From an optimization exercise on the open Yosys and OpenROAD flow, aimed at small area, a short achievable clock period and few clock cycles; shortcuts taken in it are not production practice. RTL that was checked went through simulation tests only; none was proved equivalent to the original. No functional check of the RTL was part of run 1.

**design/flow/design.v**
```verilog
`timescale 1ns/1ns
module Riscv_core
    (
        input                   clk,
        input                   rst_n,
        output  [13:0]          rom_addr,    
        input   [31:0]          inst,
        output  [31:0]          dmem_addr,   
        input   [31:0]          dmem_rdata,  
        output  [31:0]          dmem_wdata,  
        output  [3:0]           dmem_wmask   
    );
    integer     k;
    reg  [31:2] pc_f;
    reg         d_valid;
    reg  [31:0] d_ir;
    reg  [31:2] d_pc;
    reg  [31:2] e_pc;
    reg         e_pred;      
    reg         e_next;      
    reg         e_skip;      
    reg  [31:0] e_a, e_b, e_imm;
    reg  [4:0]  e_rd;
    reg  [2:0]  e_f3;
    reg         e_alt;       
    reg         e_use_b;     
    reg         e_wen, e_aluop, e_load, e_store, e_branch, e_jal, e_jalr;
    reg         e_lui, e_auipc, e_mul, e_div;
    reg  [31:0] m_val, m_wdata;
    reg  [4:0]  m_rd;
    reg  [2:0]  m_f3;
    reg         m_wen, m_load, m_store, m_neg;
    reg  [31:0] rf [1:31];
    wire [31:0] op2   = e_use_b ? e_b : e_imm;
    wire        sub   = e_branch | (e_aluop & ((e_use_b & e_alt & (e_f3 == 3'b000)) |
                                               (e_f3 == 3'b010) | (e_f3 == 3'b011)));
    wire [32:0] sum   = {1'b0, e_a} + {1'b0, op2 ^ {32{sub}}} + {32'd0, sub};
    wire        ltu   = ~sum[32];
    wire        lts   = (e_a[31] != op2[31]) ? e_a[31] : sum[31];
    wire        eq    = (e_a == e_b);
    wire        sh_left = ~e_f3[2];
    wire        sh_fill = e_alt & e_f3[2] & e_a[31];
    reg  [31:0] sh_v, sh_out;
    always @(*) begin
        for (k = 0; k < 32; k = k + 1) sh_v[k] = sh_left ? e_a[31-k] : e_a[k];
        if (op2[4]) sh_v = {{16{sh_fill}}, sh_v[31:16]};
        if (op2[3]) sh_v = {{8{sh_fill}},  sh_v[31:8]};
        if (op2[2]) sh_v = {{4{sh_fill}},  sh_v[31:4]};
        if (op2[1]) sh_v = {{2{sh_fill}},  sh_v[31:2]};
        if (op2[0]) sh_v = {sh_fill,       sh_v[31:1]};
        for (k = 0; k < 32; k = k + 1) sh_out[k] = sh_left ? sh_v[31-k] : sh_v[k];
    end
    reg  [31:0] alu_out;
    always @(*) begin
        case (e_f3)
            3'b000: alu_out = sum[31:0];
            3'b001: alu_out = sh_out;
            3'b010: alu_out = {31'd0, lts};
            3'b011: alu_out = {31'd0, ltu};
            3'b100: alu_out = e_a ^ op2;
            3'b101: alu_out = sh_out;
            3'b110: alu_out = e_a | op2;
            default: alu_out = e_a & op2;
        endcase
    end
    wire [31:2] pc4    = e_pc + 30'd1;
    wire [31:2] e_tgt  = e_pc + e_imm[31:2];
    wire        br_c   = e_f3[2] ? (e_f3[1] ? ltu : lts) : eq;
    wire        taken  = e_branch & (br_c ^ e_f3[0]);
    wire        d_fp;
    wire        kill   = taken & e_skip & ~d_fp;
    wire        redirect = e_jalr | (e_branch & ~e_next & ~kill & (taken ^ e_pred));
    wire [31:2] redirect_pc = e_jalr ? sum[31:2] : e_pred ? pc4 : e_tgt;
    reg  [31:0] e_res;
    always @(*) begin
        if (e_jal | e_jalr)  e_res = {pc4, 2'b00};
        else if (e_lui)      e_res = e_imm;
        else if (e_auipc)    e_res = {e_tgt, 2'b00};
        else if (e_aluop)    e_res = alu_out;
        else                 e_res = sum[31:0];       
    end
    reg  [4:0]  md_cnt;
    wire        m_sa = (e_f3[1:0] == 2'b01) | (e_f3[1:0] == 2'b10);    
    wire        m_sb = (e_f3[1:0] == 2'b01);                            
    reg  [33:0] mh;            
    reg  [23:0] ml;            
    reg         mprev;         
    wire        m_last3 = (md_cnt[1:0] == 2'd3);
    wire        m_top  = m_last3 & ~m_sb & e_b[7];
    wire [41:0] m_as   = {{10{m_sa & e_a[31]}}, e_a};
    wire [8:0]  m_bits = {e_b[7:0], mprev};
    reg  [41:0] m_row [0:3];
    reg  [41:0] m_x;
    reg         m_one, m_two, m_ng;
    reg  [41:0] m_sel;
    always @(*) begin
        m_x = m_top ? {m_as[33:0], 8'd0} : 42'd0;
        for (k = 0; k < 4; k = k + 1) begin
            m_one = m_bits[2*k+1] ^ m_bits[2*k];
            m_two = (m_bits[2*k+2] & ~m_bits[2*k+1] & ~m_bits[2*k]) |
                    (~m_bits[2*k+2] & m_bits[2*k+1] & m_bits[2*k]);
            m_ng  = m_bits[2*k+2];
            m_sel = ({42{m_one}} & m_as) | ({42{m_two}} & {m_as[40:0], 1'b0});
            m_row[k] = (m_sel ^ {42{m_ng}}) << (2 * k);
            m_x[2*k] = m_ng;
        end
    end
    wire [41:0] m_hin  = {{8{mh[33]}}, mh};
    wire [41:0] m_s1 = m_hin ^ m_row[0] ^ m_row[1];
    wire [41:0] m_c1 = {(m_hin[40:0] & m_row[0][40:0]) | (m_hin[40:0] & m_row[1][40:0]) |
                        (m_row[0][40:0] & m_row[1][40:0]), 1'b0};
    wire [41:0] m_s2 = m_row[2] ^ m_row[3] ^ m_x;
    wire [41:0] m_c2 = {(m_row[2][40:0] & m_row[3][40:0]) | (m_row[2][40:0] & m_x[40:0]) |
                        (m_row[3][40:0] & m_x[40:0]), 1'b0};
    wire [41:0] m_s3 = m_s1 ^ m_c1 ^ m_s2;
    wire [41:0] m_c3 = {(m_s1[40:0] & m_c1[40:0]) | (m_s1[40:0] & m_s2[40:0]) |
                        (m_c1[40:0] & m_s2[40:0]), 1'b0};
    wire [41:0] m_s4 = m_s3 ^ m_c3 ^ m_c2;
    wire [41:0] m_c4 = {(m_s3[40:0] & m_c3[40:0]) | (m_s3[40:0] & m_c2[40:0]) |
                        (m_c3[40:0] & m_c2[40:0]), 1'b0};
    wire [41:0] m_sum  = m_s4 + m_c4;
    wire        m_rest = (e_b[31:7] == 25'd0) | (m_sb & (e_b[31:7] == {25{1'b1}}));
    wire        mul_end = m_last3 | m_rest;
    wire [63:0] m_ext = {{22{m_sum[41]}}, m_sum};
    reg  [63:0] m_p;
    always @(*) begin
        case (md_cnt[1:0])
            2'd0:    m_p = m_ext;
            2'd1:    m_p = {m_ext[55:0], ml[23:16]};
            2'd2:    m_p = {m_ext[47:0], ml[23:8]};
            default: m_p = {m_ext[39:0], ml};
        endcase
    end
    wire [31:0] mul_out = (e_f3[1:0] == 2'b00) ? m_p[31:0] : m_p[63:32];
    wire        d_signed = ~e_f3[0];
    wire        d_na  = d_signed & e_a[31];
    wire        d_nb  = d_signed & e_b[31];
    wire        d_bz  = (e_b == 32'd0);
    wire [31:0] d_ca  = d_na ? ~e_a : e_a;
    wire [31:0] d_cb  = d_nb ? ~e_b : e_b;
    wire [5:0]  d_lza, d_lzb;
    Lzc32 u_lza (.v(d_ca), .lz(d_lza));
    Lzc32 u_lzb (.v(d_cb), .lz(d_lzb));
    wire [6:0]  d_nq  = {1'b0, d_lzb} - {1'b0, d_lza} + (d_na ? 7'd2 : 7'd1);
    wire        d_b1  = (e_b == 32'd1) | (d_nb & (e_b == 32'hffffffff));
    wire [4:0]  d_n   = d_bz ? 5'd0 :
                        (d_b1 | (~d_nq[6] & (d_nq[5:0] > 6'd32))) ? 5'd16 :
                        d_nq[6] ? 5'd0 : (d_nq[5:0] + 6'd1) >> 1;
    reg  [31:0] d_r, d_q;
    reg  [4:0]  d_left;
    wire [31:0] d_ua  = d_na ? -e_a : e_a;
    wire [63:0] d_rot = {d_ua, d_ua} >> {d_n[3:0], 1'b0};
    reg  [31:0] d_r0, d_q0;
    always @(*) begin
        for (k = 0; k < 32; k = k + 1) begin
            d_r0[k] = (k < 32 - 2 * d_n) ? d_rot[k] : 1'b0;
            d_q0[k] = (k < 32 - 2 * d_n) ? 1'b0 : d_rot[k];
        end
    end
    wire [32:0] d_nd = d_nb ? {1'b1, e_b} : {1'b1, ~e_b};
    reg  [31:0] d_r1, d_q1;
    reg  [32:0] d_t, d_diff;
    always @(*) begin
        d_r1 = d_r;
        d_q1 = d_q;
        for (k = 0; k < 2; k = k + 1) begin
            d_t    = {d_r1, d_q1[31]};
            d_diff = d_t + d_nd + {32'd0, ~d_nb};
            d_q1   = {d_q1[30:0], ~d_diff[32]};
            d_r1   = d_diff[32] ? d_t[31:0] : d_diff[31:0];
        end
    end
    wire        d_last  = (d_left == 5'd0);
    wire [31:0] div_out = e_f3[1] ? (d_last ? d_r : d_r1) : (d_last ? d_q : d_q1);
    wire        div_neg = e_f3[1] ? d_na : ((d_na ^ d_nb) & ~d_bz);
    wire        d_c0 = (md_cnt == 5'd0);
    wire        e_done = ~(e_mul | e_div) | (e_mul & mul_end) |
                         (e_div & ~d_c0 & (d_left <= 5'd1));
    always @(posedge clk or negedge rst_n) begin
        if (!rst_n)
            md_cnt <= 5'd0;
        else if (e_done)
            md_cnt <= 5'd0;
        else
            md_cnt <= md_cnt + 5'd1;
    end
    wire        m_go = e_mul & ~e_done;
    always @(posedge clk) begin
        mh    <= m_go ? m_sum[41:8] : 34'd0;
        ml    <= {m_sum[7:0], ml[23:8]};
        mprev <= m_go & e_b[7];
        if (d_c0) begin
            d_r    <= d_r0;
            d_q    <= d_q0 | {32{d_bz}};
            d_left <= (d_bz | d_b1) ? 5'd0 : d_n;
        end else begin
            d_r    <= d_r1;
            d_q    <= d_q1;
            d_left <= d_left - 5'd1;
        end
    end
    assign dmem_addr  = m_val;
    assign dmem_wdata = m_wdata;
    reg  [3:0]  wmask;
    always @(*) begin
        case (m_f3[1:0])
            2'b00:   wmask = 4'b0001 << m_val[1:0];
            2'b01:   wmask = m_val[1] ? 4'b1100 : 4'b0011;
            default: wmask = 4'b1111;
        endcase
    end
    assign dmem_wmask = m_store ? wmask : 4'b0000;
    reg  [7:0]  ld_b;
    reg  [15:0] ld_h;
    reg  [31:0] ld_data;
    always @(*) begin
        case (m_val[1:0])
            2'b00: ld_b = dmem_rdata[7:0];
            2'b01: ld_b = dmem_rdata[15:8];
            2'b10: ld_b = dmem_rdata[23:16];
            default: ld_b = dmem_rdata[31:24];
        endcase
        ld_h = m_val[1] ? dmem_rdata[31:16] : dmem_rdata[15:0];
        case (m_f3[1:0])
            2'b00:   ld_data = {{24{~m_f3[2] & ld_b[7]}}, ld_b};
            2'b01:   ld_data = {{16{~m_f3[2] & ld_h[15]}}, ld_h};
            default: ld_data = dmem_rdata;
        endcase
    end
    wire [31:0] wb = m_load ? ld_data : m_neg ? -m_val : m_val;
    always @(posedge clk) begin
        if (m_wen)
            rf[m_rd] <= wb;
    end
    always @(posedge clk or negedge rst_n) begin
        if (!rst_n) begin
            m_wen   <= 1'b0;
            m_load  <= 1'b0;
            m_store <= 1'b0;
        end else begin
            m_wen   <= e_done & e_wen;
            m_load  <= e_done & e_load;
            m_store <= e_done & e_store;
        end
    end
    always @(posedge clk) begin
        m_val   <= e_mul ? mul_out : e_div ? div_out : e_res;
        m_neg   <= e_div & div_neg;
        m_rd    <= e_rd;
        m_f3    <= e_f3;
        case (e_f3[1:0])
            2'b00:   m_wdata <= {4{e_b[7:0]}};
            2'b01:   m_wdata <= {2{e_b[15:0]}};
            default: m_wdata <= e_b;
        endcase
    end
    wire [6:0]  op   = d_ir[6:0];
    wire [4:0]  rs1  = d_ir[19:15];
    wire [4:0]  rs2  = d_ir[24:20];
    wire [4:0]  rd   = d_ir[11:7];
    wire        d_r_type  = (op == 7'b0110011);
    wire        d_i_alu   = (op == 7'b0010011);
    wire        d_ld      = (op == 7'b0000011);
    wire        d_st      = (op == 7'b0100011);
    wire        d_br      = (op == 7'b1100011);
    wire        d_jal     = (op == 7'b1101111);
    wire        d_jalr    = (op == 7'b1100111);
    wire        d_lui     = (op == 7'b0110111);
    wire        d_auipc   = (op == 7'b0010111);
    wire        d_m       = d_r_type & d_ir[25];
    reg  [31:0] d_imm;
    always @(*) begin
        if (d_st)
            d_imm = {{20{d_ir[31]}}, d_ir[31:25], d_ir[11:7]};
        else if (d_br)
            d_imm = {{20{d_ir[31]}}, d_ir[7], d_ir[30:25], d_ir[11:8], 1'b0};
        else if (d_jal)
            d_imm = {{12{d_ir[31]}}, d_ir[19:12], d_ir[20], d_ir[30:21], 1'b0};
        else if (d_lui | d_auipc)
            d_imm = {d_ir[31:12], 12'd0};
        else
            d_imm = {{20{d_ir[31]}}, d_ir[31:20]};
    end
    wire        use1 = ~(d_lui | d_auipc | d_jal);
    wire        use2 = d_r_type | d_st | d_br;
    wire        e_late = e_load | e_mul | e_div;
    wire        hazard = d_valid & ~kill & e_wen & e_late &
                         ((use1 & (rs1 == e_rd)) | (use2 & (rs2 == e_rd)));
    reg  [31:0] rf1, rf2;
    always @(*) begin
        rf1 = 32'd0;
        rf2 = 32'd0;
        for (k = 1; k < 32; k = k + 1) begin
            rf1 = rf1 | ({32{rs1 == k}} & rf[k]);
            rf2 = rf2 | ({32{rs2 == k}} & rf[k]);
        end
    end
    wire        fe1 = e_wen & (e_rd == rs1);
    wire        fe2 = e_wen & (e_rd == rs2);
    wire        fm1 = m_wen & (m_rd == rs1);
    wire        fm2 = m_wen & (m_rd == rs2);
    wire [31:0] rv1 = (rs1 == 5'd0) ? 32'd0 : fe1 ? e_res : fm1 ? wb : rf1;
    wire [31:0] rv2 = (rs2 == 5'd0) ? 32'd0 : fe2 ? e_res : fm2 ? wb : rf2;
    wire        go   = e_done & ~redirect & ~hazard;    
    wire        take = go & d_valid & ~kill;
    wire        d_next = (d_imm == 32'd4);
    wire        d_pred = d_br & d_imm[31];
    assign      d_fp   = d_valid & (d_jal | d_pred);
    assign rom_addr = pc_f[15:2];
    wire        f_jal  = (inst[6:0] == 7'b1101111);
    wire        f_bb   = (inst[6:0] == 7'b1100011) & inst[31];
    wire [31:2] f_tj   = pc_f + {{12{inst[31]}}, inst[19:12], inst[20], inst[30:22]};
    wire [31:2] f_tb   = pc_f + {{20{inst[31]}}, inst[7], inst[30:25], inst[11:9]};
    always @(posedge clk or negedge rst_n) begin
        if (!rst_n) begin
            pc_f     <= 30'd0;
            d_valid  <= 1'b0;
            e_wen    <= 1'b0;
            e_aluop  <= 1'b0;
            e_load   <= 1'b0;
            e_store  <= 1'b0;
            e_branch <= 1'b0;
            e_jal    <= 1'b0;
            e_jalr   <= 1'b0;
            e_lui    <= 1'b0;
            e_auipc  <= 1'b0;
            e_mul    <= 1'b0;
            e_div    <= 1'b0;
        end else if (e_done) begin
            if (redirect) begin
                pc_f    <= redirect_pc;
                d_valid <= 1'b0;
            end else if (~hazard) begin
                pc_f    <= f_jal ? f_tj : f_bb ? f_tb : pc_f + 30'd1;
                d_valid <= 1'b1;
            end
            e_wen    <= take & (rd != 5'd0) &
                        (d_r_type | d_i_alu | d_ld | d_jal | d_jalr | d_lui | d_auipc);
            e_aluop  <= take & ((d_r_type & ~d_ir[25]) | d_i_alu);
            e_load   <= take & d_ld;
            e_store  <= take & d_st;
            e_branch <= take & d_br;
            e_jal    <= take & d_jal;
            e_jalr   <= take & d_jalr;
            e_lui    <= take & d_lui;
            e_auipc  <= take & d_auipc;
            e_mul    <= take & d_m & ~d_ir[14];
            e_div    <= take & d_m & d_ir[14];
        end
    end
    always @(posedge clk) begin
        if (go) begin
            d_ir <= inst;
            d_pc <= pc_f;
        end
        e_pc    <= d_pc;
        e_pred  <= d_pred;
        e_next  <= d_next;
        e_skip  <= (d_imm == 32'd8);
        e_imm   <= d_imm;
        e_alt   <= d_ir[30];
        e_use_b <= d_r_type | d_br;
        if (e_done) begin
            e_a     <= rv1;
            e_b     <= rv2;
            e_rd    <= rd;
            e_f3    <= d_ir[14:12];
        end else if (e_mul) begin
            e_b     <= {{8{m_sb & e_b[31]}}, e_b[31:8]};
        end
    end
endmodule
module Lzc32
    (
        input  [31:0] v,
        output [5:0]  lz
    );
    wire        z16 = ~|v[31:16];
    wire [15:0] v16 = z16 ? v[15:0] : v[31:16];
    wire        z8  = ~|v16[15:8];
    wire [7:0]  v8  = z8 ? v16[7:0] : v16[15:8];
    wire        z4  = ~|v8[7:4];
    wire [3:0]  v4  = z4 ? v8[3:0] : v8[7:4];
    wire        z2  = ~|v4[3:2];
    wire [1:0]  v2  = z2 ? v4[1:0] : v4[3:2];
    wire        z1  = ~v2[1];
    assign lz = (z16 & z8 & z4 & z2 & ~v2[1] & ~v2[0]) ? 6'd32 : {1'b0, z16, z8, z4, z2, z1};
endmodule
```
**design/flow/flow/run.sh**
```bash
#!/bin/bash
# Standard layout, with the timing repair aiming for a setup margin and
# ordinary buffers (not delay cells) on the ports.
cp standard.sh standard_sh.txt
cp config.mk config_mk_my.txt
echo "export SETUP_SLACK_MARGIN = 17" >> config.mk
echo "export BUFFER_PORTS_ARGS = -buffer_cell sky130_fd_sc_hd__buf_4" >> config.mk
bash standard.sh > standard.log 2>&1
```
**design/flow/standard.sh**
```bash
#!/bin/bash
# synth_recipe.tcl (not shown) runs the flow's synth.tcl, then flattens the netlist and writes it again
# the make line also repeats each setting of config.mk as NAME=value (left out here)
make -C /OpenROAD-flow-scripts/flow DESIGN_CONFIG=/design/flow/config.mk WORK_HOME=/design/flow/orfs CLKGATE_MAP_FILE= SYNTH_SCRIPT=/design/flow/synth_recipe.tcl "${@:-finish}"
```
**design/flow/config.mk**
```make
export PLATFORM = sky130hd
export DESIGN_NAME = Riscv_core
export DESIGN_NICKNAME = Riscv_core
export VERILOG_FILES = /design/flow/design.v
export SDC_FILE = /design/flow/constraint.sdc
export NUM_CORES = 8
export LEC_CHECK = 0
export ABC_AREA = 1
export CAP_MARGIN = 30
export CORE_MARGIN = 2
export CORE_UTILIZATION = 45
export CTS_BUF_LIST = sky130_fd_sc_hd__clkbuf_8
export CTS_CLUSTER_SIZE = 24
export PLACE_DENSITY = 0.6
export SLEW_MARGIN = 20
export SETUP_SLACK_MARGIN = 17
export BUFFER_PORTS_ARGS = -buffer_cell sky130_fd_sc_hd__buf_4
```
**design/flow/constraint.sdc**
```tcl
create_clock -name core_clock -period 24.0 [get_ports {clk}]
set_input_delay 4.8000 -clock core_clock [delete_from_list [all_inputs] [get_ports {clk}]]
set_output_delay 4.8000 -clock core_clock [all_outputs]
set_load 0.01 [all_outputs]
```
==> impl_metrics.yaml, run 1 <==
status:
  outcome: "no timing/DRC/antenna violations"
sta:
  final_max_slew_violation_count: 0
  maxClockFrequency_mhz: 138
  timing_hold_violations_final: 0
  finalWorstPathRequiredPeriod_ns: 7.26
  worstMarginPinSlew_ns: 1.18
  timing.max_slew.rel_slack_pct: 21.2
  setup_total_negative_slack_ns: 0
  worst_clock_skew_ns: 0.103
  finalCritPeriodShare_pct: 30.2
  final-setup-viol-count: 0
  rsz0062_at_grt: "yes"
global_route:
  grt_most_used_layer: "met2"
  track_usage_pct: 47.4
  global_route.usage.met1_pct: 57.8
  grt_first_pass_wirelength_mm: 701
  antenna_found_initial: 57
  use_met3_pct: 16.6
  first_global_vias: 88749
  globalRoute.totalOverflow: 0
  grt_use_met2_pct: 66.4
  grt_start_max_net_pins: 100
synthesis:
  mappedNetlistArea_um2: 93400
  yosys.area.top_type_share_pct: 36.2
  synth_top_flop_cell: "sky130_fd_sc_hd__edfxtp_1"
  synth_area_per_cell_um2: 8.27
  ys_warn_count: 2
  fraction_of_the_mapped_netlist_area_in_compound_gates_pct: 18.1
  synth-seq-cells: 1444
  synthCells: 11289
  synth_enable_flop_cells: 1126
  mappedNetlistNets: 11800
  synth_top_area_cell: "sky130_fd_sc_hd__edfxtp_1"
  synthMuxAreaShare_pct: 0.193
  synthXorXnorAreaFrac_pct: 4.34
  post_synth_main_area_contributors: "sky130_fd_sc_hd__edfxtp_1, sky130_fd_sc_hd__nand2_1, sky130_fd_sc_hd__dfxtp_1"
  synth-simple-area-share_pct: 18.7
  postSynth.asyncResetShare_pct: 3.46
  unique_masters_post_synth: 84
  netlist_top_cells_count: "sky130_fd_sc_hd__nand2_1, sky130_fd_sc_hd__inv_1, sky130_fd_sc_hd__edfxtp_1, sky130_fd_sc_hd__o21ai_0, sky130_fd_sc_hd__nor2_1"
  synth_seq_area_share_pct: 43.3
  main_combinational_cell_family_by_area_after_synthesis: "simple AND/OR/NAND/NOR gates"
  yosys.area_share.adder_pct: 7.15
  synth.most_common_cell: "sky130_fd_sc_hd__nand2_1"
floorplanning:
  floorplan.die.width_um: 460
  placeableCoreArea_um2: 207000
  start_util_pct: 45.2
  io_pins: 148
  die_h_um: 460
  row_count: 167
  die_area_um2: 211000
clocking:
  cts_max_path_buffers: 4
  cts_tree: "yes"
  clock-sinks: 1444
  htree_num_levels: 5
  cts_hold_buffers: 0
  clock_latency_ns: 1.07
  tritoncts.num_buffers: 283
  cts.reportedPaths.clkPinSlew_ns: 0.06
  clk_root_buffer_cell: "sky130_fd_sc_hd__clkbuf_8"
layout:
  design.final.nets: 12287
  post_route_cells_drive_above_1_share_pct: 14.2
  n_fill_cell: 19505
  seqCellArea_um2: 40400
  layout-area-overhead-vs-synth_pct: 17.3
  multi_input_comb_area_um2: 48100
job:
  max_cap_violations: 0
worst_setup_path:
  critPathMaxStageDelay_ns: 0.50
  worstSetupPathType: "in -> reg"
  crit_chain: "buf_4, inv_2, nor4_4, buf_4, inv_4, buf_4, o21ai_0, inv_1, ha_1, nand2_1, o21ai_1, a21oi_1, o221ai_4, a21oi_2, nor2_1, nor2_1, xnor2_1, nand3_1, nand2_1, nand2_1, nand2_1"
  cp.arrival_ns: 8.20
  critPathMostFrequentCell: "sky130_fd_sc_hd__nand2_1"
  end_kind: "flop"
  worstReg2RegEnd: "d_r[16]"
  cp_slowest_cell: "sky130_fd_sc_hd__o21ai_1"
  worst_setup_path_start_kind: "input pin"
  cp.required_ns: 24.94
  timing.reg2reg.worst_path_depth: 45
  rrSetupSlack_ns: 16.92
  rr_startpoint: "e_f3[0]"
  crit_path_max_fanout: 5
detailed_routing:
  wl_mm: 524
  postRouteAntennaNets: 0
  first_iter_violations: 16428
  dr_total_vias: 97481
  route.detailed.vias_per_inst: 6.63
  post-route-drc-count: 0
  detail_route.wl_per_cell_um: 35.6
  drtPass1Iterations: 10
worst_hold_path:
  worst_hold_path_type: "reg -> reg"
  min_from: "ml[18]"
  hold_end: "ml[10]"
  hold_depth: 0
placement:
  place_congestion: 1.13
  port_buffers: 147
  detailedPlacementHpwl_mm: 373
==> kinds of logic after synthesis <==
logic type / after synthesis
simple gates: 4218
fa+ha+maj: 445
compound gates: 2745
buf+inv: 1961
mux: 18
flops: 1444
xor+xnor: 458
==> flip-flops by register name (all words and copies together), names as in the netlist, 3 cells and up <==
| name | cells |
|---|---|
| d_ir | 32 |
| d_left | 5 |
| d_pc | 30 |
| d_q | 32 |
| d_r | 32 |
| e_a | 32 |
| e_b | 32 |
| e_f3 | 3 |
| e_imm | 32 |
| e_pc | 30 |
| e_rd | 5 |
| m_f3 | 3 |
| m_rd | 5 |
| m_val | 32 |
| m_wdata | 32 |
| md_cnt | 5 |
| mh | 34 |
| ml | 24 |
| pc_f | 30 |
| rf | 992 |
==> metal layers <==
layer	vias up	wire length [µm]	share of wire, %
met5	-	434	0.083
met4	47	57900	11
met3	2438	74300	14
met2	8593	209000	40
met1	46246	182000	35
li1	40157	-	-
==> layout by cell type (no fill, tap or decap), types with 220 or more instances in the layout <==
cell type                  Yosys  layout
sky130_fd_sc_hd__nand2_1    2598    2532
sky130_fd_sc_hd__inv_1      1324    1366
sky130_fd_sc_hd__edfxtp_1   1126    1126
sky130_fd_sc_hd__o21ai_0     888     823
sky130_fd_sc_hd__nor2_1      729     637
sky130_fd_sc_hd__buf_4        23     636
sky130_fd_sc_hd__a21oi_1     572     528
sky130_fd_sc_hd__nand3_1     517     497
sky130_fd_sc_hd__xor2_1      352     329
sky130_fd_sc_hd__o22ai_1     322     322
sky130_fd_sc_hd__clkbuf_8      0     302
sky130_fd_sc_hd__ha_1        297     279
sky130_fd_sc_hd__dfxtp_1     268     263
sky130_fd_sc_hd__a221oi_1    221     220
==> final cells by class <==
class / count / area share (%)
Sequential cell: 1444 / 36.9
Timing Repair Buffer: 767 / 6.26
Tap cell: 2704 / 3.09
Clock buffer: 302 / 3.80
Multi-Input combinational cell: 7892 / 43.9
Inverter: 1377 / 4.94
Antenna cell: 40 / 0.0914
Timing Repair inverter: 11 / 0.0846
Clock inverter: 177 / 0.863
==> through the flow <==
| stage | instances | hold slack [ns] | util (%) | cell area [µm²] | setup WS (ns) |
|---|---|---|---|---|---|
| after global routing | 14678 | 0.327 | 52.9 | 109000 | 16.57 |
| final | 14714 | 0.323 | 53.0 | 109000 | 16.74 |
| after detailed placement | 13922 | 0.329 | 47.9 | 99000 | 14.12 |
| after floorplan | 11289 | 0.323 | - | 93500 | 15.92 |
| after CTS | 14496 | 0.315 | 51.3 | 106000 | 16.82 |
| after global placement | 13903 | 0.325 | 47.8 | 98700 | 13.98 |
==> worst max-delay path: cells and delay by family <==
family,cells,cell delay (ns)
AND/OR/NAND/NOR,8,0.80
buffers and inverters,6,0.64
adder cells (fa/ha/maj),1,0.42
XOR/XNOR,1,0.14
AO/OA/AOI/OAI,5,1.36
==> what timing repair did <==
item,in CTS,in global routing
pin swaps,53,129
gates cloned,13,23
setup buffers,82,134
resized for setup,262,410
endpoints found under the setup margin,351,230
hold endpoints to repair,0,0
==> worst max-delay path by stage <==
stage	from	endpoint	slack (ns)
detailed placement	e_f3[0]	d_r[16]	14.12
CTS	m_val[1]	dmem_wmask[0]	16.82
finish	inst[2]	pc_f[30]	16.74
global route	inst[6]	pc_f[30]	16.57
global placement	e_f3[0]	d_r[16]	13.98
floorplan	inst[6]	pc_f[26]	15.92
==> inputs of run 2 (changes only) <==
--- a/design/flow/design.v
+++ b/design/flow/design.v
@@ -148,13 +148,13 @@
                         d_nq[6] ? 5'd0 : (d_nq[5:0] + 6'd1) >> 1;
     reg  [31:0] d_r, d_q;
     reg  [4:0]  d_left;
-    wire [31:0] d_ua  = d_na ? -e_a : e_a;
-    wire [63:0] d_rot = {d_ua, d_ua} >> {d_n[3:0], 1'b0};
+    reg         d_fast, d_zero;      
+    wire [63:0] d_rot = {d_q, d_q} >> {d_left[3:0], 1'b0};
     reg  [31:0] d_r0, d_q0;
     always @(*) begin
         for (k = 0; k < 32; k = k + 1) begin
-            d_r0[k] = (k < 32 - 2 * d_n) ? d_rot[k] : 1'b0;
-            d_q0[k] = (k < 32 - 2 * d_n) ? 1'b0 : d_rot[k];
+            d_r0[k] = (k < 32 - 2 * d_left) ? d_rot[k] : 1'b0;
+            d_q0[k] = (k < 32 - 2 * d_left) ? 1'b0 : d_rot[k];
         end
     end
     wire [32:0] d_nd = d_nb ? {1'b1, e_b} : {1'b1, ~e_b};
@@ -174,8 +174,9 @@
     wire [31:0] div_out = e_f3[1] ? (d_last ? d_r : d_r1) : (d_last ? d_q : d_q1);
     wire        div_neg = e_f3[1] ? d_na : ((d_na ^ d_nb) & ~d_bz);
     wire        d_c0 = (md_cnt == 5'd0);
+    wire        d_c1 = (md_cnt == 5'd1);
     wire        e_done = ~(e_mul | e_div) | (e_mul & mul_end) |
-                         (e_div & ~d_c0 & (d_left <= 5'd1));
+                         (e_div & ~d_c0 & ~d_c1 & (d_left <= 5'd1));
     always @(posedge clk or negedge rst_n) begin
         if (!rst_n)
             md_cnt <= 5'd0;
@@ -190,9 +191,15 @@
         ml    <= {m_sum[7:0], ml[23:8]};
         mprev <= m_go & e_b[7];
         if (d_c0) begin
+            d_q    <= d_na ? -e_a : e_a;
+            d_left <= d_n;
+            d_fast <= d_bz | d_b1;
+            d_zero <= d_bz;
+        end else if (d_c1) begin
             d_r    <= d_r0;
-            d_q    <= d_q0 | {32{d_bz}};
-            d_left <= (d_bz | d_b1) ? 5'd0 : d_n;
+            d_q    <= d_q0 | {32{d_zero}};
+            if (d_fast)
+                d_left <= 5'd0;
         end else begin
             d_r    <= d_r1;
             d_q    <= d_q1;
--- a/design/flow/config.mk
+++ b/design/flow/config.mk
@@ -8,10 +8,10 @@
 export ABC_AREA = 1
 export CAP_MARGIN = 30
 export CORE_MARGIN = 2
-export CORE_UTILIZATION = 45
+export CORE_UTILIZATION = 40
 export CTS_BUF_LIST = sky130_fd_sc_hd__clkbuf_8
 export CTS_CLUSTER_SIZE = 24
-export PLACE_DENSITY = 0.6
+export PLACE_DENSITY = 0.55
 export SLEW_MARGIN = 20
 export SETUP_SLACK_MARGIN = 17
 export BUFFER_PORTS_ARGS = -buffer_cell sky130_fd_sc_hd__buf_4
==> run 2 against run 1 <==
Compared with the run above:
- sequential share of layout area up 0.91 points
- still clean
- via count down 3.1%
- synthesized area down 0.14%
- final area down 1.4%
==> impl_metrics.yaml, run 2 <==
clocking:
  clock_latency_ns: 1.08
  clk_root_buffer_cell: "sky130_fd_sc_hd__clkbuf_8"
  htree_num_levels: 5
  cts_hold_buffers: 0
  cts_max_path_buffers: 4
  cts.reportedPaths.clkPinSlew_ns: 0.07
  cts_tree: "yes"
  tritoncts.num_buffers: 285
  clock-sinks: 1446
synthesis:
  synth_top_flop_cell: "sky130_fd_sc_hd__edfxtp_1"
  mappedNetlistNets: 11612
  synth_area_per_cell_um2: 8.40
  synth_enable_flop_cells: 1165
  unique_masters_post_synth: 79
  synthCells: 11101
  post_synth_main_area_contributors: "sky130_fd_sc_hd__edfxtp_1, sky130_fd_sc_hd__nand2_1, sky130_fd_sc_hd__o21ai_0"
  synth.most_common_cell: "sky130_fd_sc_hd__nand2_1"
  synth-seq-cells: 1446
  yosys.area.top_type_share_pct: 37.5
  ys_warn_count: 2
  netlist_top_cells_count: "sky130_fd_sc_hd__nand2_1, sky130_fd_sc_hd__inv_1, sky130_fd_sc_hd__edfxtp_1, sky130_fd_sc_hd__o21ai_0, sky130_fd_sc_hd__nor2_1"
  postSynth.asyncResetShare_pct: 3.46
  synth_top_area_cell: "sky130_fd_sc_hd__edfxtp_1"
  mappedNetlistArea_um2: 93200
  synth_seq_area_share_pct: 43.8
layout:
  largest_register_ffs: 992
  layout-area-overhead-vs-synth_pct: 15.8
  mostFrequentLayoutCell: "sky130_fd_sc_hd__nand2_1"
  design.final.nets: 12010
  multi_input_comb_area_um2: 46800
  seqCellArea_um2: 40900
  n_fill_cell: 22741
  post-route-util_pct: 46.5
  top_register: "rf"
  mostFrequentLayoutCells: "sky130_fd_sc_hd__nand2_1, sky130_fd_sc_hd__inv_1, sky130_fd_sc_hd__edfxtp_1, sky130_fd_sc_hd__o21ai_0, sky130_fd_sc_hd__nor2_1"
  post_route_cells_drive_above_1_share_pct: 12.5
  largestRegisters: "rf (992), mh (34)"
  postLayoutCellArea_um2: 108000
global_route:
  globalRoute.totalOverflow: 0
  track_usage_pct: 42.8
  grt_start_max_net_pins: 98
  grt_first_pass_wirelength_mm: 710
  antenna_found_initial: 58
  first_global_vias: 88260
floorplanning:
  die_h_um: 487
  start_util_pct: 40.2
  row_count: 177
  floorplan.die.width_um: 487
  io_pins: 148
  placeableCoreArea_um2: 232000
  die_area_um2: 237000
detailed_routing:
  detail_route.wl_per_cell_um: 35.6
  post-route-drc-count: 0
  dr_total_vias: 94439
  route.detailed.vias_per_inst: 6.40
  postRouteAntennaNets: 0
  drtPass1Iterations: 11
  first_iter_violations: 14912
  wl_mm: 526
worst_setup_path:
  cp.required_ns: 19.20
  critical-path-top-delay-family: "buffers and inverters"
  end_kind: "output port"
  cp.arrival_ns: 2.45
  cp.buffers_inverters: 5
  crit_chain: "buf_6, nor2_4, buf_6, clkinvlp_4, nor2_4, nor2_2, buf_6, buf_6"
  worstSetupPathType: "reg -> out"
  cp_slowest_cell: "sky130_fd_sc_hd__dfxtp_4"
  critPathMaxStageDelay_ns: 0.41
  crit_path_max_fanout: 2
  rr_startpoint: "e_f3[1]"
  worstSetupStartpoint: "m_f3[0]"
  critPathMostFrequentCell: "sky130_fd_sc_hd__buf_6"
  worst_setup_path_start_kind: "flop"
sta:
  finalWorstPathRequiredPeriod_ns: 7.25
  timing.max_slew.rel_slack_pct: 12.7
  worstMarginPinSlew_ns: 1.31
  finalCritPeriodShare_pct: 30.2
  whs_ns: 0.331
  timing_hold_violations_final: 0
  final_max_slew_violation_count: 0
  maxClockFrequency_mhz: 138
  setup_total_negative_slack_ns: 0
  final-setup-viol-count: 0
  worst_clock_skew_ns: 0.0976
  rsz0062_at_grt: "yes"
worst_hold_path:
  worst_hold_path_type: "reg -> reg"
  min_from: "ml[8]"
status:
  outcome: "no timing/DRC/antenna violations"
job:
  max_cap_violations: 0
placement:
  place_congestion: 1.08
  dpl-instance-area_um2: 99800
  detailedPlacementHpwl_mm: 375
  port_buffers: 147
[run 2: changes by cell type in the layout (fill, tap and decap cells not counted), moves of 20 or more]
cell                       previous run  this run
sky130_fd_sc_hd__buf_4              636       591
sky130_fd_sc_hd__dfxtp_1            263       226
sky130_fd_sc_hd__mux2i_1             18        59
sky130_fd_sc_hd__nand2_2             58        30
sky130_fd_sc_hd__o21ai_0            823       927
sky130_fd_sc_hd__inv_1             1366      1316
sky130_fd_sc_hd__clkinv_1            60        80
sky130_fd_sc_hd__edfxtp_1          1126      1165
sky130_fd_sc_hd__nand3_1            497       419
sky130_fd_sc_hd__nand2_1           2532      2423
sky130_fd_sc_hd__o21ai_1            116        65
sky130_fd_sc_hd__o211ai_1           106       140
[run 2: layout make-up]
class | instances | share of cell area [%]
flip-flops and latches | 1446 | 37.8
repair buffers | 679 | 5.43
inverters | 1333 | 4.73
repair inverters | 6 | 0.0348
clock buffers | 309 | 3.94
diodes | 30 | 0.0695
clock inverters | 173 | 1.07
well taps | 3043 | 3.53
multi-input cells | 7748 | 43.4
[run 2: stage by stage]
stage               setup slack (ns)  instances
CTS                            16.66      14654
detailed placement             15.04      14112
floorplan                      16.16      11101
finish                         16.75      14767
global route                   16.67      14747
global placement               15.10      14087
[run 2: cells by family after synthesis]
group / synth area share, %
and+or+nand+nor: 17.6
muxes: 0.658
xor gates and xnor gates: 4.23
buffers and inverters: 7.91
adders and majority gates: 7.16
AOI/OAI and AO/OA: 18.6
DFF: 43.8
[run 2: metal layers]
metal  wire length (µm)  up-vias  GRT usage (%)
li1                   -    39529              -
met1             186000    45458           50.8
met2             222000     7310           63.9
met3              65300     2102           13.5
met4              52500       40           34.3
met5                318        -          0.327
[run 2: timing repair]
| item | CTS | global route |
|---|---|---|
| gates cloned | 9 | 9 |
| pin swaps | 28 | 56 |
| buffers inserted | 51 | 65 |
| gates resized for setup | 154 | 193 |
| endpoints found under the setup margin | 241 | 285 |
[run 2: path summary, 6_finish.rpt]
path / slack [ns] / cells past startpoint / endpoint
max: 16.75 / 8 / dmem_wmask[3]
min: 0.33 / 0 / ml[0]
max reg2reg: 17.07 / 28 / m_val[7]
min reg2reg: 0.33 / 0 / ml[0]
max in group asynchronous: 19.57 / 1 / pc_f[4]
min in group asynchronous: 3.83 / 1 / pc_f[19]
Testbench counts of run 2, summed over its fixed seeds: cycles 34,435.
==> inputs of run 3 (changes only) <==
--- a/design/flow/design.v
+++ b/design/flow/design.v
@@ -29,7 +29,8 @@
     reg  [31:0] m_val, m_wdata;
     reg  [4:0]  m_rd;
     reg  [2:0]  m_f3;
-    reg         m_wen, m_load, m_store, m_neg;
+    reg         m_wen, m_load, m_neg;
+    reg  [3:0]  m_wmask;
     reg  [31:0] rf [1:31];
     wire [31:0] op2   = e_use_b ? e_b : e_imm;
     wire        sub   = e_branch | (e_aluop & ((e_use_b & e_alt & (e_f3 == 3'b000)) |
@@ -208,15 +209,15 @@
     end
     assign dmem_addr  = m_val;
     assign dmem_wdata = m_wdata;
+    assign dmem_wmask = m_wmask;
     reg  [3:0]  wmask;
     always @(*) begin
-        case (m_f3[1:0])
-            2'b00:   wmask = 4'b0001 << m_val[1:0];
-            2'b01:   wmask = m_val[1] ? 4'b1100 : 4'b0011;
+        case (e_f3[1:0])
+            2'b00:   wmask = 4'b0001 << sum[1:0];
+            2'b01:   wmask = sum[1] ? 4'b1100 : 4'b0011;
             default: wmask = 4'b1111;
         endcase
     end
-    assign dmem_wmask = m_store ? wmask : 4'b0000;
     reg  [7:0]  ld_b;
     reg  [15:0] ld_h;
     reg  [31:0] ld_data;
@@ -243,11 +244,11 @@
         if (!rst_n) begin
             m_wen   <= 1'b0;
             m_load  <= 1'b0;
-            m_store <= 1'b0;
+            m_wmask <= 4'b0000;
         end else begin
             m_wen   <= e_done & e_wen;
             m_load  <= e_done & e_load;
-            m_store <= e_done & e_store;
+            m_wmask <= (e_done & e_store) ? wmask : 4'b0000;
         end
     end
     always @(posedge clk) begin
==> run 3 against run 2 <==
Compared with the run above:
- critical path type is now in -> reg
- clock-buffer cell count fell by 1
- maximum frequency rose by 4.5%
- first-iteration DRC count fell by 7.4%
- routed wire length fell by 4.9%
- highest routed layer unchanged
==> impl_metrics.yaml, run 3 <==
clocking:
  clock-sinks: 1449
  cts.reportedPaths.clkPinSlew_ns: 0.06
  tritoncts.num_buffers: 284
  clk_root_buffer_cell: "sky130_fd_sc_hd__clkbuf_8"
  cts_max_path_buffers: 4
  htree_num_levels: 5
  clock_latency_ns: 1.08
  cts_tree: "yes"
  cts_hold_buffers: 0
job:
  max_cap_violations: 0
detailed_routing:
  postRouteAntennaNets: 0
  post-route-drc-count: 0
  first_iter_violations: 13812
  drtPass1Iterations: 10
  dr_total_vias: 92561
  route.detailed.vias_per_inst: 6.31
  detail_route.wl_per_cell_um: 34.1
  wl_mm: 501
sta:
  final_max_slew_violation_count: 0
  rsz0062_at_grt: "yes"
  finalWorstPathRequiredPeriod_ns: 6.94
  worstMarginPinSlew_ns: 1.31
  worst_clock_skew_ns: 0.108
  finalWorstSetupSlack_ns: 17.06
  final-setup-viol-count: 0
  finalCritPeriodShare_pct: 28.9
  timing.max_slew.rel_slack_pct: 11.6
  maxClockFrequency_mhz: 144
  timing_hold_violations_final: 0
  setup_total_negative_slack_ns: 0
layout:
  seqCellArea_um2: 40900
  postLayoutCellArea_um2: 107000
  mostFrequentLayoutCell: "sky130_fd_sc_hd__nand2_1"
  largest_register_ffs: 992
  n_fill_cell: 22934
  mostFrequentLayoutCells: "sky130_fd_sc_hd__nand2_1, sky130_fd_sc_hd__inv_1, sky130_fd_sc_hd__edfxtp_1, sky130_fd_sc_hd__o21ai_0, sky130_fd_sc_hd__nor2_1"
  multi_input_comb_area_um2: 46500
  design.final.nets: 11933
  post_route_cells_drive_above_1_share_pct: 11.9
  layout-area-overhead-vs-synth_pct: 14.6
  top_register: "rf"
  largestRegisters: "rf (992), mh (34)"
global_route:
  global_route.usage.met1_pct: 51.3
  track_usage_pct: 40.8
  antenna_found_initial: 28
  globalRoute.totalOverflow: 0
  grt_use_met2_pct: 62.1
  grt_start_max_net_pins: 93
  first_global_vias: 86008
  grt_most_used_layer: "met2"
  grt_first_pass_wirelength_mm: 680
  use_met3_pct: 9.45
synthesis:
  mappedNetlistNets: 11588
  synth_top_flop_cell: "sky130_fd_sc_hd__edfxtp_1"
  ys_warn_count: 2
  synth_top_area_cell: "sky130_fd_sc_hd__edfxtp_1"
  unique_masters_post_synth: 76
  netlist_top_cells_count: "sky130_fd_sc_hd__nand2_1, sky130_fd_sc_hd__inv_1, sky130_fd_sc_hd__edfxtp_1, sky130_fd_sc_hd__o21ai_0, sky130_fd_sc_hd__nor2_1"
  synth_area_per_cell_um2: 8.40
  synth.most_common_cell: "sky130_fd_sc_hd__nand2_1"
  mappedNetlistArea_um2: 93100
  synth-seq-cells: 1449
  postSynth.asyncResetShare_pct: 3.66
  synthCells: 11078
  post_synth_main_area_contributors: "sky130_fd_sc_hd__edfxtp_1, sky130_fd_sc_hd__nand2_1, sky130_fd_sc_hd__o21ai_0"
  synth_enable_flop_cells: 1165
  synth_seq_area_share_pct: 44.0
  yosys.area.top_type_share_pct: 37.6
worst_hold_path:
  hold_end: "e_pc[24]"
  min_from: "d_pc[24]"
  worst_hold_path_type: "reg -> reg"
  hold_depth: 0
worst_setup_path:
  end_kind: "flop"
  crit_path_max_fanout: 4
  timing.reg2reg.worst_path_depth: 27
  worstSetupStartpoint: "inst[6]"
  worstSetupPathType: "in -> reg"
  worstReg2RegEnd: "m_val[14]"
  worst_setup_path_start_kind: "input pin"
  rrSetupSlack_ns: 17.08
  critPathMaxStageDelay_ns: 0.37
  cp_slowest_cell: "sky130_fd_sc_hd__fa_2"
  rr_startpoint: "e_b[0]"
  cp.required_ns: 24.86
  cp.arrival_ns: 7.80
  cp.buffers_inverters: 3
  critical-path-top-delay-family: "compound AO/OA/AOI/OAI gates"
placement:
  dpl-instance-area_um2: 99100
  detailedPlacementHpwl_mm: 364
  port_buffers: 147
  place_congestion: 1.02
  post-place-ws_ns: 15.14
floorplanning:
  floorplan.die.width_um: 486
  placeableCoreArea_um2: 232000
  die_h_um: 486
  start_util_pct: 40.1
  io_pins: 148
  die_area_um2: 237000
  row_count: 177
status:
  outcome: "no timing/DRC/antenna violations"
[run 3: repair_timing]
item	CTS	global route
resized for setup	84	193
hold endpoints to repair	0	0
endpoints found under the setup margin	198	194
cloned	9	6
setup buffers	33	54
pin swaps	19	53
[run 3: cell families after synthesis]
| kind of cell | after synthesis | share of synthesized area (%) |
|---|---|---|
| AOI/OAI and AO/OA | 2816 | 18.6 |
| xor gates and xnor gates | 448 | 4.25 |
| adders and majority gates | 444 | 7.16 |
| buffers and inverters | 1886 | 7.85 |
| DFF | 1449 | 44.0 |
| muxes | 57 | 0.613 |
| and+or+nand+nor | 3978 | 17.6 |
[run 3: final cells by class]
type	count	area share, %
sequential	1449	38.4
tap	3043	3.57
antenna	15	0.0352
inverter	1312	4.66
timing repair inverter	4	0.0211
multi-input combinational	7751	43.6
clock inverter	165	1.03
timing repair buffer	621	4.71
clock buffer	308	3.97
[run 3: worst max-delay path by stage]
stage	end	slack, ns	depth (start not counted)
2_1_floorplan	pc_f[28]	16.23	25
3_3_place_gp	pc_f[28]	15.09	25
3_5_place_dp	pc_f[28]	15.14	25
4_1_cts	m_val[23]	16.99	38
5_1_grt	pc_f[27]	16.89	26
6_report	pc_f[28]	17.06	26
[run 3: metal layers]
metal  vias up  part of all wire, %
li1      39307                    -
met3      1722                   11
met4        20                  8.5
met2      6747                   43
met5         -                0.028
met1     44765                   37
[run 3: stage by stage]
step                      utilization, %  hold WS, ns  std cells
after floorplan                        -        0.323      11078
after global placement              42.7        0.326      14053
after detailed placement            42.7        0.327      14066
after CTS                           45.3        0.266      14581
after global routing                46.0        0.304      14656
final                               46.0        0.278      14668
Testbench counts of run 3, summed over its fixed seeds: cycles 34,435.
==> inputs of run 4 (changes only) <==
--- a/design/flow/config.mk
+++ b/design/flow/config.mk
@@ -12,6 +12,6 @@
 export CTS_BUF_LIST = sky130_fd_sc_hd__clkbuf_8
 export CTS_CLUSTER_SIZE = 24
 export PLACE_DENSITY = 0.55
-export SLEW_MARGIN = 20
+export SLEW_MARGIN = 30
 export SETUP_SLACK_MARGIN = 17
 export BUFFER_PORTS_ARGS = -buffer_cell sky130_fd_sc_hd__buf_4
==> run 4 against run 3 <==
Compared with the run above:
- critical endpoint is now e_b[18]
- largest cell class unchanged
- register-to-register slack improved by 0.11 ns
- core utilization is 0.17 points lower
- die area did not move
- via count fell by 0.33%
==> impl_metrics.yaml, run 4 <==
status:
  outcome: "no timing/DRC/antenna violations"
floorplanning:
  row_count: 177
  floorplan.die.width_um: 486
  die_h_um: 486
  io_pins: 148
  placeableCoreArea_um2: 232000
  start_util_pct: 40.1
  die_area_um2: 237000
worst_setup_path:
  crit_chain: "buf_4, inv_1, o21ai_0, o22ai_1, nor2_1, nand2_1, nand3_1, nand2_1, o21ai_0, nand2_1, clkinvlp_4, o22ai_2, a21oi_1, nand2_1, o21ai_0"
  cp.required_ns: 24.72
  rrSetupSlack_ns: 17.19
  cp.arrival_ns: 7.77
  critPathMaxStageDelay_ns: 0.50
  cp_slowest_cell: "sky130_fd_sc_hd__clkinvlp_4"
  critPathMostFrequentCell: "sky130_fd_sc_hd__nand2_1"
  end_kind: "flop"
  worstSetupPathType: "in -> reg"
  worst_setup_path_start_kind: "input pin"
  crit_path_max_fanout: 17
synthesis:
  synth_top_flop_cell: "sky130_fd_sc_hd__edfxtp_1"
  mappedNetlistNets: 11588
  synthCells: 11078
  yosys.area.top_type_share_pct: 37.6
  netlist_top_cells_count: "sky130_fd_sc_hd__nand2_1, sky130_fd_sc_hd__inv_1, sky130_fd_sc_hd__edfxtp_1, sky130_fd_sc_hd__o21ai_0, sky130_fd_sc_hd__nor2_1"
  unique_masters_post_synth: 76
  synth_enable_flop_cells: 1165
  synth.most_common_cell: "sky130_fd_sc_hd__nand2_1"
  postSynth.asyncResetShare_pct: 3.66
  synth_seq_area_share_pct: 44.0
  post_synth_main_area_contributors: "sky130_fd_sc_hd__edfxtp_1, sky130_fd_sc_hd__nand2_1, sky130_fd_sc_hd__o21ai_0"
  synth-seq-cells: 1449
  mappedNetlistArea_um2: 93100
  synth_area_per_cell_um2: 8.40
  synth_top_area_cell: "sky130_fd_sc_hd__edfxtp_1"
  ys_warn_count: 2
placement:
  detailedPlacementHpwl_mm: 363
  port_buffers: 147
  place_congestion: 1.02
sta:
  rsz0062_at_grt: "yes"
  finalCritPeriodShare_pct: 29.3
  timing.max_slew.rel_slack_pct: 22.2
  worstMarginPinSlew_ns: 1.16
  maxClockFrequency_mhz: 142
  whs_ns: 0.309
  timing_hold_violations_final: 0
  worst_clock_skew_ns: 0.125
  setup_total_negative_slack_ns: 0
  finalWorstPathRequiredPeriod_ns: 7.04
  final_max_slew_violation_count: 0
  final-setup-viol-count: 0
global_route:
  antenna_found_initial: 31
  first_global_vias: 86365
  track_usage_pct: 40.9
  grt_first_pass_wirelength_mm: 681
  globalRoute.totalOverflow: 0
  grt_start_max_net_pins: 93
detailed_routing:
  detail_route.wl_per_cell_um: 34.2
  wl_mm: 502
  drtPass1Iterations: 7
  route.detailed.vias_per_inst: 6.29
  dr_total_vias: 92256
  postRouteAntennaNets: 0
  post-route-drc-count: 0
  first_iter_violations: 13835
layout:
  mostFrequentLayoutCell: "sky130_fd_sc_hd__nand2_1"
  mostFrequentLayoutCells: "sky130_fd_sc_hd__nand2_1, sky130_fd_sc_hd__inv_1, sky130_fd_sc_hd__edfxtp_1, sky130_fd_sc_hd__o21ai_0, sky130_fd_sc_hd__nor2_1"
  top_register: "rf"
  post_route_cells_drive_above_1_share_pct: 11.7
  design.final.nets: 11914
  n_fill_cell: 22845
  largestRegisters: "rf (992), mh (34)"
  largest_register_ffs: 992
  layout-area-overhead-vs-synth_pct: 14.1
job:
  max_cap_violations: 0
worst_hold_path:
  worst_hold_path_type: "reg -> reg"
clocking:
  cts_tree: "yes"
  tritoncts.num_buffers: 285
  htree_num_levels: 5
  clock-sinks: 1449
  cts.reportedPaths.clkPinSlew_ns: 0.06
  clk_root_buffer_cell: "sky130_fd_sc_hd__clkbuf_8"
  cts_max_path_buffers: 4
  clock_latency_ns: 1.08
run 4: cell families (layout without fill, tap and decap cells):
logic type / after synthesis / count (layout) / share of synthesized area [%]
other: 0 / 14 / 0
adder cells (fa/ha/maj): 444 / 444 / 7.16
AO/OA/AOI/OAI: 2816 / 2818 / 18.6
AND/OR/NAND/NOR: 3978 / 3984 / 17.6
XOR/XNOR: 448 / 448 / 4.25
flip-flops: 1449 / 1449 / 44.0
multiplexers: 57 / 57 / 0.613
buffers and inverters: 1886 / 2414 / 7.85
run 4: worst max-delay path: cells and delay by family:
kind,cells,cell delay [ns]
AND/OR/NAND/NOR,6,1.27
AO/OA/AOI/OAI,6,1.00
buffers and inverters,3,0.68
run 4: stage by stage:
stage | setup slack [ns] | cell area [µm²] | util (%) | std cells
2_1_floorplan | 16.23 | 93200 | - | 11078
3_3_place_gp | 15.09 | 99000 | 42.7 | 14053
3_5_place_dp | 15.15 | 99100 | 42.7 | 14056
4_1_cts | 16.98 | 105000 | 45.2 | 14595
5_1_grt | 16.84 | 106000 | 45.8 | 14659
6_report | 16.96 | 106000 | 45.8 | 14671
run 4: cell type report:
type / instances / area (µm²) / share of cell area (%)
Multi-Input combinational cell: 7751 / 46500 / 43.7
Clock inverter: 200 / 1120 / 1.06
Timing Repair inverter: 6 / 37.5 / 0.0353
Tap cell: 3043 / 3810 / 3.58
Clock buffer: 297 / 4090 / 3.85
Timing Repair Buffer: 599 / 4810 / 4.52
Sequential cell: 1449 / 40900 / 38.5
Inverter: 1312 / 4970 / 4.68
Antenna cell: 14 / 35.0 / 0.0330
run 4: final timing paths:
kind                       depth (start not counted)  endpoint           start
max                                               15   e_b[18]  dmem_rdata[15]
min                                                0  e_pc[24]        d_pc[24]
max reg2reg                                       36  m_val[6]         e_f3[0]
min reg2reg                                        0  e_pc[24]        d_pc[24]
max in group asynchronous                          2    m_load           rst_n
min in group asynchronous                          1  pc_f[11]           rst_n
run 4: metal layers:
layer	wire length, µm	vias up	global-route usage (%)
li1	-	39299	-
met1	188000	44726	51.3
met2	217000	6519	61.9
met3	53200	1690	8.98
met4	44100	22	30.0
met5	128	-	0
run 4: repair_timing:
item	4_1_cts	5_1_grt
resized for setup	76	168
setup buffers	33	51
pin swaps	16	55
hold endpoints to repair	0	0
cloned	9	8
endpoints found under the setup margin	197	211
hold buffers	0	0
==> inputs of run 5 (changes only) <==
==> design/flow/flow/run.sh (replaced) <==
#!/bin/bash
# Standard layout, with the timing repair aiming for a setup margin and
# ordinary buffers (not delay cells) on the ports.
cp standard.sh standard_sh.txt
cp config.mk config_mk_my.txt
echo "export SETUP_SLACK_MARGIN = 17.3" >> config.mk
echo "export BUFFER_PORTS_ARGS = -buffer_cell sky130_fd_sc_hd__buf_4" >> config.mk
bash standard.sh > standard.log 2>&1
--- a/design/flow/config.mk
+++ b/design/flow/config.mk
@@ -12,6 +12,6 @@
 export CTS_BUF_LIST = sky130_fd_sc_hd__clkbuf_8
 export CTS_CLUSTER_SIZE = 24
 export PLACE_DENSITY = 0.55
-export SLEW_MARGIN = 30
-export SETUP_SLACK_MARGIN = 17
+export SLEW_MARGIN = 20
+export SETUP_SLACK_MARGIN = 17.3
 export BUFFER_PORTS_ARGS = -buffer_cell sky130_fd_sc_hd__buf_4
==> run 5 against run 4 <==
Compared with the run above:
- the layout now fails its checks (max-capacitance violations, max-slew violations)
- flip-flop and latch count unchanged
- via count increased by 0.59%
- register-to-register slack improved by 0.25 ns
- synthesized cell count unchanged
==> impl_metrics.yaml, run 5 <==
worst_setup_path:
  worstSetupPathType: "in -> reg"
  crit_path_max_fanout: 7
  worstReg2RegEnd: "m_val[4]"
  worst_setup_path_start_kind: "input pin"
  critPathMostFrequentCell: "sky130_fd_sc_hd__nand2_2"
  cp.required_ns: 24.94
  cp.arrival_ns: 7.92
  timing.reg2reg.worst_path_depth: 33
  rrSetupSlack_ns: 17.44
  cp_slowest_cell: "sky130_fd_sc_hd__fa_2"
  end_kind: "flop"
  rr_startpoint: "e_b[25]"
  critPathMaxStageDelay_ns: 0.35
detailed_routing:
  dr_total_vias: 92796
  postRouteAntennaNets: 0
  m1WireLength_mm: 186
  wl_mm: 501
  top_layer: "met5"
  drtPass1Iterations: 7
  wl_met3_mm: 55.2
  first_iter_violations: 14575
  post-route-drc-count: 0
  route.detailed.vias_per_inst: 6.30
  detail_route.wl_per_cell_um: 34.0
  wl_met2_mm: 217
synthesis:
  synth_top_flop_cell: "sky130_fd_sc_hd__edfxtp_1"
  synth.most_common_cell: "sky130_fd_sc_hd__nand2_1"
  synth-seq-cells: 1449
  mappedNetlistNets: 11588
  unique_masters_post_synth: 76
  netlist_top_cells_count: "sky130_fd_sc_hd__nand2_1, sky130_fd_sc_hd__inv_1, sky130_fd_sc_hd__edfxtp_1, sky130_fd_sc_hd__o21ai_0, sky130_fd_sc_hd__nor2_1"
  postSynth.asyncResetShare_pct: 3.66
  post_synth_main_area_contributors: "sky130_fd_sc_hd__edfxtp_1, sky130_fd_sc_hd__nand2_1, sky130_fd_sc_hd__o21ai_0"
  synth_area_per_cell_um2: 8.40
  mappedNetlistArea_um2: 93100
  synth_top_area_cell: "sky130_fd_sc_hd__edfxtp_1"
  synthCells: 11078
  ys_warn_count: 2
  yosys.area.top_type_share_pct: 37.6
  synth_seq_area_share_pct: 44.0
  synth_enable_flop_cells: 1165
sta:
  timing.max_slew.rel_slack_pct: -17.1
  final_max_slew_violation_count: 3
  worst_clock_skew_ns: 0.155
  finalWorstSetupSlack_ns: 17.02
  worstMarginPinSlew_ns: 1.74
  maxClockFrequency_mhz: 143
  finalCritPeriodShare_pct: 29.1
  setup_total_negative_slack_ns: 0
  timing_hold_violations_final: 0
  final-setup-viol-count: 0
  finalWorstPathRequiredPeriod_ns: 6.98
  rsz0062_at_grt: "yes"
clocking:
  htree_num_levels: 5
  cts_max_path_buffers: 4
  clock_latency_ns: 1.09
  clk_root_buffer_cell: "sky130_fd_sc_hd__clkbuf_8"
  cts.reportedPaths.clkPinSlew_ns: 0.06
  cts_tree: "yes"
  tritoncts.num_buffers: 285
  clock-sinks: 1449
layout:
  n_fill_cell: 22885
  layout-area-overhead-vs-synth_pct: 15.7
  design.final.nets: 11983
  multi_input_comb_area_um2: 47100
  largest_register_ffs: 992
  mostFrequentLayoutCell: "sky130_fd_sc_hd__nand2_1"
  largestRegisters: "rf (992), mh (34)"
  post_route_cells_drive_above_1_share_pct: 13.2
  top_register: "rf"
  mostFrequentLayoutCells: "sky130_fd_sc_hd__nand2_1, sky130_fd_sc_hd__inv_1, sky130_fd_sc_hd__edfxtp_1, sky130_fd_sc_hd__o21ai_0, sky130_fd_sc_hd__nor2_1"
  seqCellArea_um2: 40900
floorplanning:
  die_h_um: 486
  die_area_um2: 237000
  floorplan.die.width_um: 486
  row_count: 177
  start_util_pct: 40.1
  placeableCoreArea_um2: 232000
  io_pins: 148
placement:
  post-place-ws_ns: 15.22
  detailedPlacementHpwl_mm: 360
  port_buffers: 147
  place_congestion: 1.01
job:
  max_cap_violations: 1
global_route:
  first_global_vias: 86374
  grt_start_max_net_pins: 85
  track_usage_pct: 40.7
  globalRoute.totalOverflow: 0
  grt_first_pass_wirelength_mm: 680
  antenna_found_initial: 28
worst_hold_path:
  min_from: "d_pc[21]"
  hold_end: "e_pc[21]"
  hold_depth: 0
  worst_hold_path_type: "reg -> reg"
status:
  checkFailReasons: "max-capacitance violations, max-slew violations"
  outcome: "finished with violations"
==> run 5: cell count changes in the layout (fill, tap and decap cells not counted), moves of 11 or more <==
cell                       delta
sky130_fd_sc_hd__o21ai_0     -25
sky130_fd_sc_hd__clkinv_1    -15
sky130_fd_sc_hd__o21ai_1     +15
sky130_fd_sc_hd__inv_1       -15
sky130_fd_sc_hd__xor2_2      +12
sky130_fd_sc_hd__nand2_1     -20
sky130_fd_sc_hd__a21oi_2     +19
sky130_fd_sc_hd__buf_4       +40
sky130_fd_sc_hd__a21oi_1     -24
sky130_fd_sc_hd__ha_1        -18
sky130_fd_sc_hd__nand2_2     +11
==> run 5: layer usage <==
metal / global-route usage (%) / up-vias
met5: 0 / -
met4: 28.3 / 20
met3: 9.31 / 1716
met2: 62.1 / 6868
met1: 51.0 / 44783
li1: - / 39409
==> run 5: how the worst max path moves through the flow <==
stage | from | to | slack [ns] | cells after the start
2_1_floorplan | inst[6] | pc_f[28] | 16.23 | 25
3_3_place_gp | inst[6] | pc_f[28] | 15.20 | 25
3_5_place_dp | inst[6] | pc_f[28] | 15.22 | 25
4_1_cts | dmem_rdata[23] | rf[12][26] | 17.17 | 13
5_1_grt | inst[6] | pc_f[27] | 16.85 | 26
6_report | inst[6] | pc_f[26] | 17.02 | 26
==> run 5: area by class of cell <==
| class | instances | area share [%] |
|---|---|---|
| timing repair inverter | 7 | 0.0372 |
| inverter | 1312 | 4.66 |
| clock inverter | 172 | 0.861 |
| timing repair buffer | 664 | 5.17 |
| tap | 3043 | 3.54 |
| sequential | 1449 | 38.0 |
| clock buffer | 307 | 3.92 |
| multi-input combinational | 7754 | 43.8 |
| antenna | 17 | 0.0395 |
==> run 5: cells by family (layout without fill, tap and decap cells) <==
kind of cell               Yosys count  in the layout  synth area share (%)
buffers and inverters             1886           2462                  7.85
AOI/OAI and AO/OA                 2816           2817                  18.6
adders and majority gates          444            444                  7.16
xor gates and xnor gates           448            448                  4.25
muxes                               57             57                 0.613
and+or+nand+nor                   3978           3988                  17.6
DFF                               1449           1449                  44.0
other                                0             17                     0
==> run 5: stage by stage <==
step	area (µm²)	cells	hold slack (ns)	utilization, %
2_1_floorplan	93300	11078	0.323	-
3_3_place_gp	98900	14038	0.325	42.6
3_5_place_dp	99200	14055	0.327	42.8
4_1_cts	106000	14607	0.337	45.5
5_1_grt	108000	14711	0.338	46.4
6_report	108000	14725	0.332	46.4
==> run 5: repair_timing <==
item                       in CTS  in global routing
resized for setup             162                264
pin swaps                      46                 72
hold buffers                    0                  0
setup endpoints to repair     233                261
gates cloned                   13                  9
buffers inserted               60                 81
==> run 5: critical path, delay by kind of cell <==
family / cells / cell delay (ns)
AOI/OAI and AO/OA: 7 / 0.88
xor gates and xnor gates: 1 / 0.10
adders and majority gates: 2 / 0.57
buffers and inverters: 4 / 0.53
and+or+nand+nor: 12 / 1.02

-- afterwards: timing with drivers on the ports --
No port has a modelled driver above. Below, the same layouts with a new extraction and two added sets of constraints. Step 1 (the two cells are an assumption about what drives the block):
set clk [get_ports {clk}]
set_driving_cell -lib_cell sky130_fd_sc_hd__clkbuf_16 $clk
set_driving_cell -lib_cell sky130_fd_sc_hd__buf_2 [delete_from_list [all_inputs] $clk]
Step 2 times the ports against the registers' clock, not the clock port: input delays grow and output delays shrink by t, the midpoint of the rising clock arrivals with the driver on. Slacks: no drivers / after step 1 / after step 2; pairs: no drivers / after step 1.
| run | shift t [ns] | slack for setup (ns) | worst hold slack (ns) | slew at the worst register clock pin (ns) |
|---|---|---|---|---|
| run 1 | 1.115 | 16.740 / 16.737 / 15.680 | 0.323 / 0.323 / 0.323 | 0.07 / 0.07 |
| run 2 | 1.129 | 16.747 / 16.651 / 15.815 | 0.331 / 0.331 / 0.331 | 0.09 / 0.09 |
| run 3 | 1.119 | 17.058 / 17.078 / 15.999 | 0.278 / 0.278 / 0.278 | 0.07 / 0.07 |
| run 4 | 1.118 | 16.956 / 17.028 / 15.910 | 0.309 / 0.309 / 0.309 | 0.08 / 0.08 |
| run 5 | 1.111 | 17.017 / 17.060 / 15.948 | 0.332 / 0.332 / 0.332 | 0.07 / 0.07 |
The setup slack of run 5, which loses most, moves by +0.043 ns with the drivers and by -1.069 ns with both steps.
